This design comes from an exercise in tuning for small area, a short achievable clock period and few clock cycles per item on the open sky130 flow, not from production work. Where RTL was checked, it was by simulation tests only, not by an equivalence proof against the original. Power and IR drop assume default switching activity.

## exp/tundra
## div_unit
module div_unit
(
    input  logic        clk,
    input  logic        rst,
    input  logic        issue,           
    input  logic [2:0]  funct3,          
    input  logic [6:0]  opcode,
    input  logic [4:0]  rd,
    input  logic [5:0]  pd,
    input  logic [2:0]  rob_idx,
    input  logic [31:0] pc,
    input  logic [31:0] ps1_value,
    input  logic [31:0] ps2_value,
    output logic        ready,           
    input  logic        cdb_dequeue,     
    output logic        res_valid,
    output logic [4:0]  res_rd,
    output logic [5:0]  res_pd,
    output logic [2:0]  res_rob_idx,
    output logic [31:0] res_value,
    output logic [31:0] res_rs1_value,
    output logic [31:0] res_rs2_value,
    output logic [31:0] res_pc,
    output logic [31:0] res_pc_next,
    output logic [6:0]  res_opcode
);
==> flow/config.mk <==
export PLATFORM = sky130hd
export DESIGN_NAME = div_unit
export DESIGN_NICKNAME = div_unit
export VERILOG_FILES = /design/flow/design.v
export SDC_FILE = /design/flow/constraint.sdc
export NUM_CORES = 4
export LEC_CHECK = 0
export ABC_AREA = 1
export CAP_MARGIN = 20
export CORE_MARGIN = 2
export CORE_UTILIZATION = 50
export PLACE_DENSITY = 0.65
export SETUP_SLACK_MARGIN = 1.1
export SLEW_MARGIN = 20
==> flow/constraint.sdc <==
create_clock -name core_clock -period 5.5 [get_ports {clk}]
set_input_delay 1.1000 -clock core_clock [delete_from_list [all_inputs] [get_ports {clk}]]
set_output_delay 1.1000 -clock core_clock [all_outputs]
set_load 0.01 [all_outputs]
standard.sh (not shown) runs the stock make flow with config.mk's settings and CLKGATE_MAP_FILE= SYNTH_SCRIPT=/design/flow/synth_recipe.tcl, a recipe that flattens the netlist after the stock synthesis.
==> flow/flow/run.sh <==
#!/bin/bash
export BUFFER_PORTS_ARGS="-buffer_cell sky130_fd_sc_hd__buf_1"
bash standard.sh > standard.log 2>&1
Testbench counts of exp/tundra, summed over its fixed seeds: cycles 17,896, ops 3,200.
diff inputs: exp/tundra => exp/garnet
- swapping 1.1 for 1.0 in SETUP_SLACK_MARGIN
Results
There was hardly any difference in synthesized-area fraction occupied by ao, oa, aoi and oai cells between exp/garnet and exp/tundra.
Delta (exp/garnet minus exp/tundra): combinational power moved down; maximum clock frequency moved up; worst-case reg-to-reg path depth moved up.
Side by side, number of buffers added for setup after CTS turned out lower in exp/garnet than in exp/tundra.
From exp/tundra to exp/garnet the numbers moved as follows: power per cell area decreased 1.4%; post-route cell area lost 3.6%; total number of cells along the worst setup path now larger.
Input changes introduced in exp/juniper (baseline for comparison: exp/garnet):
- swapping 50 for 40 in CORE_UTILIZATION
- swapping 1.0 for 1.2 in SETUP_SLACK_MARGIN
- swapping 0.65 for 0.6 in PLACE_DENSITY
Results
Going from exp/garnet to exp/juniper, the count of instances resized after the clock tree is built was found to have gone up by about 220%.
In the floorplan summary, exp/juniper is listed with a die area greater than that of exp/garnet.
Total number of sequential cells came out exactly the same in exp/garnet and exp/juniper.
Critical path depth on exp/juniper is down relative to exp/garnet.
Looking at endpoint of the most critical setup path, the res_value[31] result is from exp/garnet; the res_value[30] one comes from exp/juniper.
exp/juniper does worse than exp/garnet on vias after detailed routing.
Taking exp/garnet as the reference point, the initial core utilization of exp/juniper falls by 9.9 points.
exp/juniper vs. exp/garnet: power consumed by sequential cells about even; final critical path time including I/O delays and setup down 0.12 ns; routed wire length increased by about 8% relative to the old numbers.
Lower largest vdd supply drop was reported by exp/garnet, not exp/juniper.
On relative slew slack, exp/garnet beats exp/juniper.
Setup changes, exp/juniper to exp/xenon
- changing SETUP_SLACK_MARGIN from 1.2 to 0.8
## What came out
exp/juniper and exp/xenon ended up with roughly the same post-synth net total. exp/juniper → exp/xenon: share of power burned in the clock network rose 1.0 points; antenna diode count fell 2; routed wire length on met3 rose 34 um; detailed-route wire length on metal 1 fell 3.8%. exp/xenon vs exp/juniper — final cell area excluding filler cells dropped by a little under 10%. Cmp exp/xenon vs exp/juniper: area growth from synthesis to layout lower in exp/xenon. Summary of exp/xenon over exp/juniper: first-iteration DRC count +about 5%; number of vias per cell -about 1.6%; detailed-route via count -about 4%.
Changes in exp/cedar relative to exp/xenon:
- SETUP_SLACK_MARGIN now 1.0, was 0.8
[summary]
- Delta (exp/cedar minus exp/xenon): via count grew by 105, share of final-layout standard cells stronger than drive strength 1 grew by 2.3 points, detailed-route wire length grew by 0.76%, number of cells on the worst reg-to-reg path shrank by 1.
#### Input delta (exp/maple over exp/cedar)
- swapping 40 for 60 in CORE_UTILIZATION
- swapping 0.6 for 0.75 in PLACE_DENSITY
Notes after the runs:
- Compared with exp/cedar, in exp/maple power per unit of standard cell area up 1.1%, number of vias in the routed layout up 841, shortest period the worst path allows up 0.026 ns, worst setup slack down 0.026 ns.
- Summary — worst slack after detailed placement, exp/maple relative to exp/cedar: higher, by 0.27 ns.
- Min clock tree cell share of total cell area across exp/cedar and exp/maple: exp/maple
- Number of distinct library cell variants in the gate-level netlist after synthesis came out exactly the same in exp/cedar and exp/maple.
- Looking at number of DRC markers in iteration 0, exp/maple sits 52% higher than exp/cedar does.


Setup of run D:
div_unit, a different RTL version from the one above (not shown whole).
Size: roughly 2,500 cells after synthesis, roughly 200 flip-flops.
clock: 5.5 ns
lec_check: 0
abc_area: 1
cap_margin: 20
core_margin: 2
core_utilization: 40
place_density: 0.6
setup_slack_margin: 1.0
slew_margin: 20
Scripts as last shown in full above: flow/flow/run.sh
Run D did not stop at any stage, and its layout met the timing, DRC and antenna checks.
Changes in run G relative to run D:
# run D
export LEC_CHECK = 0
export ABC_AREA = 1
export CAP_MARGIN = 20
export CORE_MARGIN = 2
export CORE_UTILIZATION = 40
export PLACE_DENSITY = 0.6
export SETUP_SLACK_MARGIN = 1.0
export SLEW_MARGIN = 20
create_clock -name core_clock -period 5.5 [get_ports {clk}]
# run G
export LEC_CHECK = 0
export ABC_AREA = 1
export CAP_MARGIN = 20
export CORE_MARGIN = 2
export CORE_UTILIZATION = 40
export CTS_BUF_LIST = sky130_fd_sc_hd__clkbuf_8 sky130_fd_sc_hd__clkbuf_16
export CTS_CLUSTER_SIZE = 30
export PLACE_DENSITY = 0.6
export SETUP_SLACK_MARGIN = 1.0
export SLEW_MARGIN = 20
create_clock -name core_clock -period 5.5 [get_ports {clk}]
Notes after the runs:
Run G finished all stages; the layout is clean. In the metrics for run D and run G, the one carrying the higher minimum clock period after layout is run G. Power of run D is on par with run G. Between run D and run G, the flow reports number of clock buffer instances in the layout decreasing by more than 10%. Delta (run G minus run D): length of the first detailed-routing pass in iterations increased by 1 relative to the old numbers; net switching power of the design level; hold slack ~0 delta; worst-case vdd ir drop flat. The logic gate share of total power on run D is in line with that on run G.
No functional check of the RTL was part of any run of this note.


Setup of the baseline:
div_unit, a different RTL version from the one above (not shown whole).
Size in the first run: ~2600 cells after synthesis, roughly 200 flip-flops, roughly 310 I/O pins, roughly 20000 um2 of cells after synthesis.
Design div_unit, start of the top module:
module div_unit
(
    input  logic        clk,
    input  logic        rst,
    input  logic        issue,           
    input  logic [2:0]  funct3,          
    input  logic [6:0]  opcode,
    input  logic [4:0]  rd,
    input  logic [5:0]  pd,
    input  logic [2:0]  rob_idx,
    input  logic [31:0] pc,
    input  logic [31:0] ps1_value,
    input  logic [31:0] ps2_value,
    output logic        ready,           
    input  logic        cdb_dequeue,     
    output logic        res_valid,
    output logic [4:0]  res_rd,
    output logic [5:0]  res_pd,
    output logic [2:0]  res_rob_idx,
    output logic [31:0] res_value,
    output logic [31:0] res_rs1_value,
    output logic [31:0] res_rs2_value,
    output logic [31:0] res_pc,
    output logic [31:0] res_pc_next,
    output logic [6:0]  res_opcode
);
function automatic logic [5:0] bitlen(input logic [31:0] x);
    bitlen = 6'd0;
    for (int i = 0; i < 32; i++)
        if (x[i]) bitlen = i + 1;
endfunction
function automatic logic [31:0] or_down(input logic [31:0] x);
    or_down = x;
    or_down = or_down | (or_down >> 1);
    or_down = or_down | (or_down >> 2);
    or_down = or_down | (or_down >> 4);
    or_down = or_down | (or_down >> 8);
    or_down = or_down | (or_down >> 16);
endfunction
function automatic logic [31:0] or_up(input logic [31:0] x);
    or_up = x << 1;
    or_up = or_up | (or_up << 1);
    or_up = or_up | (or_up << 2);
    or_up = or_up | (or_up << 4);
    or_up = or_up | (or_up << 8);
    or_up = or_up | (or_up << 16);
endfunction
logic s_idle, s_setup, s_iter, s_done;
logic [31:0] a_r, nb_r, pc_r;  
logic [6:0]  opcode_r;
logic [4:0]  rd_r;
logic [5:0]  pd_r;
logic [2:0]  rob_r;
logic        rem_r;       
logic        sa_r, sb_r;  
logic        sel_a, sel_r, sel_q, neg_r;  
logic [5:0]  lb_r;        
logic [5:0]  n_r;         
logic [31:0] r_r;         
logic [31:0] q_r;         
  ...
Settings: LEC_CHECK=0, ABC_AREA=1, CAP_MARGIN=20, CORE_MARGIN=2, CORE_UTILIZATION=40, PLACE_DENSITY=0.6, SETUP_SLACK_MARGIN=1.3, SLEW_MARGIN=20; clock period 5.5 ns.
Scripts as last shown in full above: flow/flow/run.sh
The baseline: flow completed, timing, DRC and antenna clean
Input-level comparison between the candidate and the baseline:
# the baseline
export LEC_CHECK = 0
export ABC_AREA = 1
export CAP_MARGIN = 20
export CORE_MARGIN = 2
export CORE_UTILIZATION = 40
export PLACE_DENSITY = 0.6
export SETUP_SLACK_MARGIN = 1.3
export SLEW_MARGIN = 20
create_clock -name core_clock -period 5.5 [get_ports {clk}]
# the candidate
export LEC_CHECK = 0
export ABC_AREA = 1
export CAP_MARGIN = 20
export CORE_MARGIN = 2
export CORE_UTILIZATION = 55
export PLACE_DENSITY = 0.7
export SETUP_SLACK_MARGIN = 1.0
export SLEW_MARGIN = 20
create_clock -name core_clock -period 5.5 [get_ports {clk}]
### Flow results
Measured against each other, the candidate and the baseline differ in wire length the detailed router placed on met1, the lower figure coming from the candidate. From the baseline to the candidate the numbers moved as follows: hold slack now sits lower; total power now sits lower.
No functional check of the RTL was part of any run of this note.


job 105:
RTL: one of the versions met above, not the one the previous note started from.
Size in the first run: roughly 2,500 cells after synthesis, about 200 flip-flops, about 310 I/O pins, ~0.021 sq mm of cells after synthesis.
==> flow/config.mk <==
export PLATFORM = sky130hd
export DESIGN_NAME = div_unit
export DESIGN_NICKNAME = div_unit
export VERILOG_FILES = /design/flow/design.v
export SDC_FILE = /design/flow/constraint.sdc
export NUM_CORES = 4
export LEC_CHECK = 0
export ABC_AREA = 0
export CAP_MARGIN = 20
export CORE_MARGIN = 2
export CORE_UTILIZATION = 40
export PLACE_DENSITY = 0.6
export SETUP_SLACK_MARGIN = 1.0
export SLEW_MARGIN = 20
==> flow/constraint.sdc <==
create_clock -name core_clock -period 5.5 [get_ports {clk}]
set_input_delay 1.1000 -clock core_clock [delete_from_list [all_inputs] [get_ports {clk}]]
set_output_delay 1.1000 -clock core_clock [all_outputs]
set_load 0.01 [all_outputs]
Scripts as last shown in full above: flow/flow/run.sh
--- input diff job 105..job 102 ---
-- flow/config.mk --
<<< job 105, line 8
export ABC_AREA = 0
>>> job 102, line 8
export ABC_AREA = 1
<<< job 105, line 13
export SETUP_SLACK_MARGIN = 1.0
>>> job 102, line 13
export SETUP_SLACK_MARGIN = 1.5
--- outcome ---
Number of global-route vias before repair ends up higher on job 105.
Taking job 105 as the reference, in job 102 data required time of the worst path now smaller; final area now larger.
Job 102 vs job 105 on x dimension of the die: job 102 is the lower one.
Compared with job 105, job 102 improves clock skew.
A main combinational cell family by area after synthesis of simple AND/OR/NAND/NOR gates is what job 102 shows, while compound AO/OA/AOI/OAI gates belongs to job 105.
When job 102 is set beside job 105, its non-filler instance count after layout turns out to be 5.1% larger.
Job 102 did not stop at any stage, and its layout met the timing, DRC and antenna checks.
[diff] total vias in the final route, job 102 relative to job 105: improvement
Job 102 against job 105: post-layout minimum cycle time went up by 0.045 ns, synthesized net count went up by about 1.6%.
Function was not checked in any run of this note: the RTL went through the layout flow alone.


v50:
div_unit with an RTL version that a note above also has.
Size in the first run: ~2500 cells after synthesis, ~200 flip-flops, roughly 310 I/O pins, ~19000 um2 of cells after synthesis.
Settings: LEC_CHECK=0, ABC_AREA=1, CAP_MARGIN=5, CORE_MARGIN=2, CORE_UTILIZATION=40, PLACE_DENSITY=0.6, SETUP_SLACK_MARGIN=1.0, SLEW_MARGIN=5; clock period 5.5 ns.
Scripts as last shown in full above: flow/flow/run.sh
Testbench counts of v50, summed over its fixed seeds: cycles 17,896, ops 3,200.
## Diff of input files: v37 against v50
- changing CAP_MARGIN from 5 to 20
- changing CORE_UTILIZATION from 40 to 50
- setting GPL_ROUTABILITY_DRIVEN to 0 for the first time
- changing PLACE_DENSITY from 0.6 to 0.65
- changing SLEW_MARGIN from 5 to 20
Results
Compared with v50, in v37 final critical-path share of the clock period did not really move; total design power now sits at about the same level.
For final hold slack, v50 and v37 come out practically identical.
Compared with v50, v37 shows a global router's overall resource usage that is 5.1 points higher.
For v24, these inputs were changed with respect to v37:
- CORE_UTILIZATION changed from 50 to 40
- GPL_ROUTABILITY_DRIVEN removed (was 0)
- PLACE_DENSITY changed from 0.65 to 0.6
- SETUP_SLACK_MARGIN changed from 1.0 to 0.3
==> comparison <==
[compare] base=v37 new=v24: count of standard-cell rows higher; final cell count saw an increase; width of the die up about 12%; area of the mapped netlist stayed essentially flat; antenna cell count now sits higher. v24 vs v37: area of the core up by more than 10%. When v24 is measured against v37, its final clock period utilization by the worst path turns out 9.3 points higher. Going from v37 to v24, setup slack of the critical path after layout lost 0.51 ns; final wirelength higher. Between v24 and v37, it is v24 whose switching power of the nets is lower, by about 2%.

## separate check: timing with driven ports
In the flow no input, the clock included, has a driving cell. The finished layouts below were timed again as built, in two steps.
Step 1 (the two cells are an assumption about what drives the block):
set clk [get_ports {clk}]
set_driving_cell -lib_cell sky130_fd_sc_hd__clkbuf_16 $clk
set_driving_cell -lib_cell sky130_fd_sc_hd__buf_2 [delete_from_list [all_inputs] $clk]
Step 2 moves the port delays by t, midway between the first and last clock arrival at a register: inputs arrive t later, outputs are due t later. That takes back most of the time a late clock gives input paths.
Three values: ideal, step 1, step 2; two values: the first two.
| run | t (ns) | slack for setup (ns) | worst setup path after step 2 | slew at the worst register clock pin (ns) |
|---|---|---|---|---|
| exp/tundra | 0.591 | 1.096 / 1.041 / 0.843 | input to register | 0.07 / 0.07 |
| exp/garnet | 0.583 | 1.151 / 1.096 / 0.795 | input to register | 0.07 / 0.07 |
| exp/juniper | 0.607 | 1.273 / 1.217 / 0.953 | input to register | 0.07 / 0.07 |
| exp/xenon | 0.601 | 0.952 / 0.899 / 0.636 | input to register | 0.06 / 0.06 |
| exp/cedar | 0.605 | 1.106 / 1.054 / 0.761 | input to register | 0.06 / 0.06 |
| exp/maple | 0.591 | 1.080 / 1.025 / 0.821 | input to register | 0.07 / 0.07 |
| run D | 0.583 | 0.619 / 0.565 / 0.705 | input to register | 0.06 / 0.06 |
| run G | 0.582 | 0.613 / 0.560 / 0.678 | register to register | 0.06 / 0.06 |
| the baseline | 0.627 | 0.591 / 0.532 / 1.009 | input to register | 0.07 / 0.07 |
| the candidate | 0.606 | 0.583 / 0.524 / 0.740 | input to register | 0.07 / 0.07 |
| job 105 | 0.614 | 0.812 / 0.812 / 0.812 | register to register | 0.07 / 0.07 |
| job 102 | 0.583 | 0.767 / 0.712 / 1.033 | input to register | 0.06 / 0.06 |
| v50 | 0.605 | 1.106 / 1.054 / 0.761 | input to register | 0.06 / 0.06 |
| v37 | 0.597 | 1.112 / 1.086 / 0.787 | input to register | 0.07 / 0.07 |
| v24 | 0.600 | 0.600 / 0.574 / 0.456 | input to register | 0.06 / 0.06 |
After both steps every run listed still meets setup and hold. For exp/garnet, which loses most, drivers alone change the setup slack by -0.055 ns; drivers and shift together by -0.356 ns.
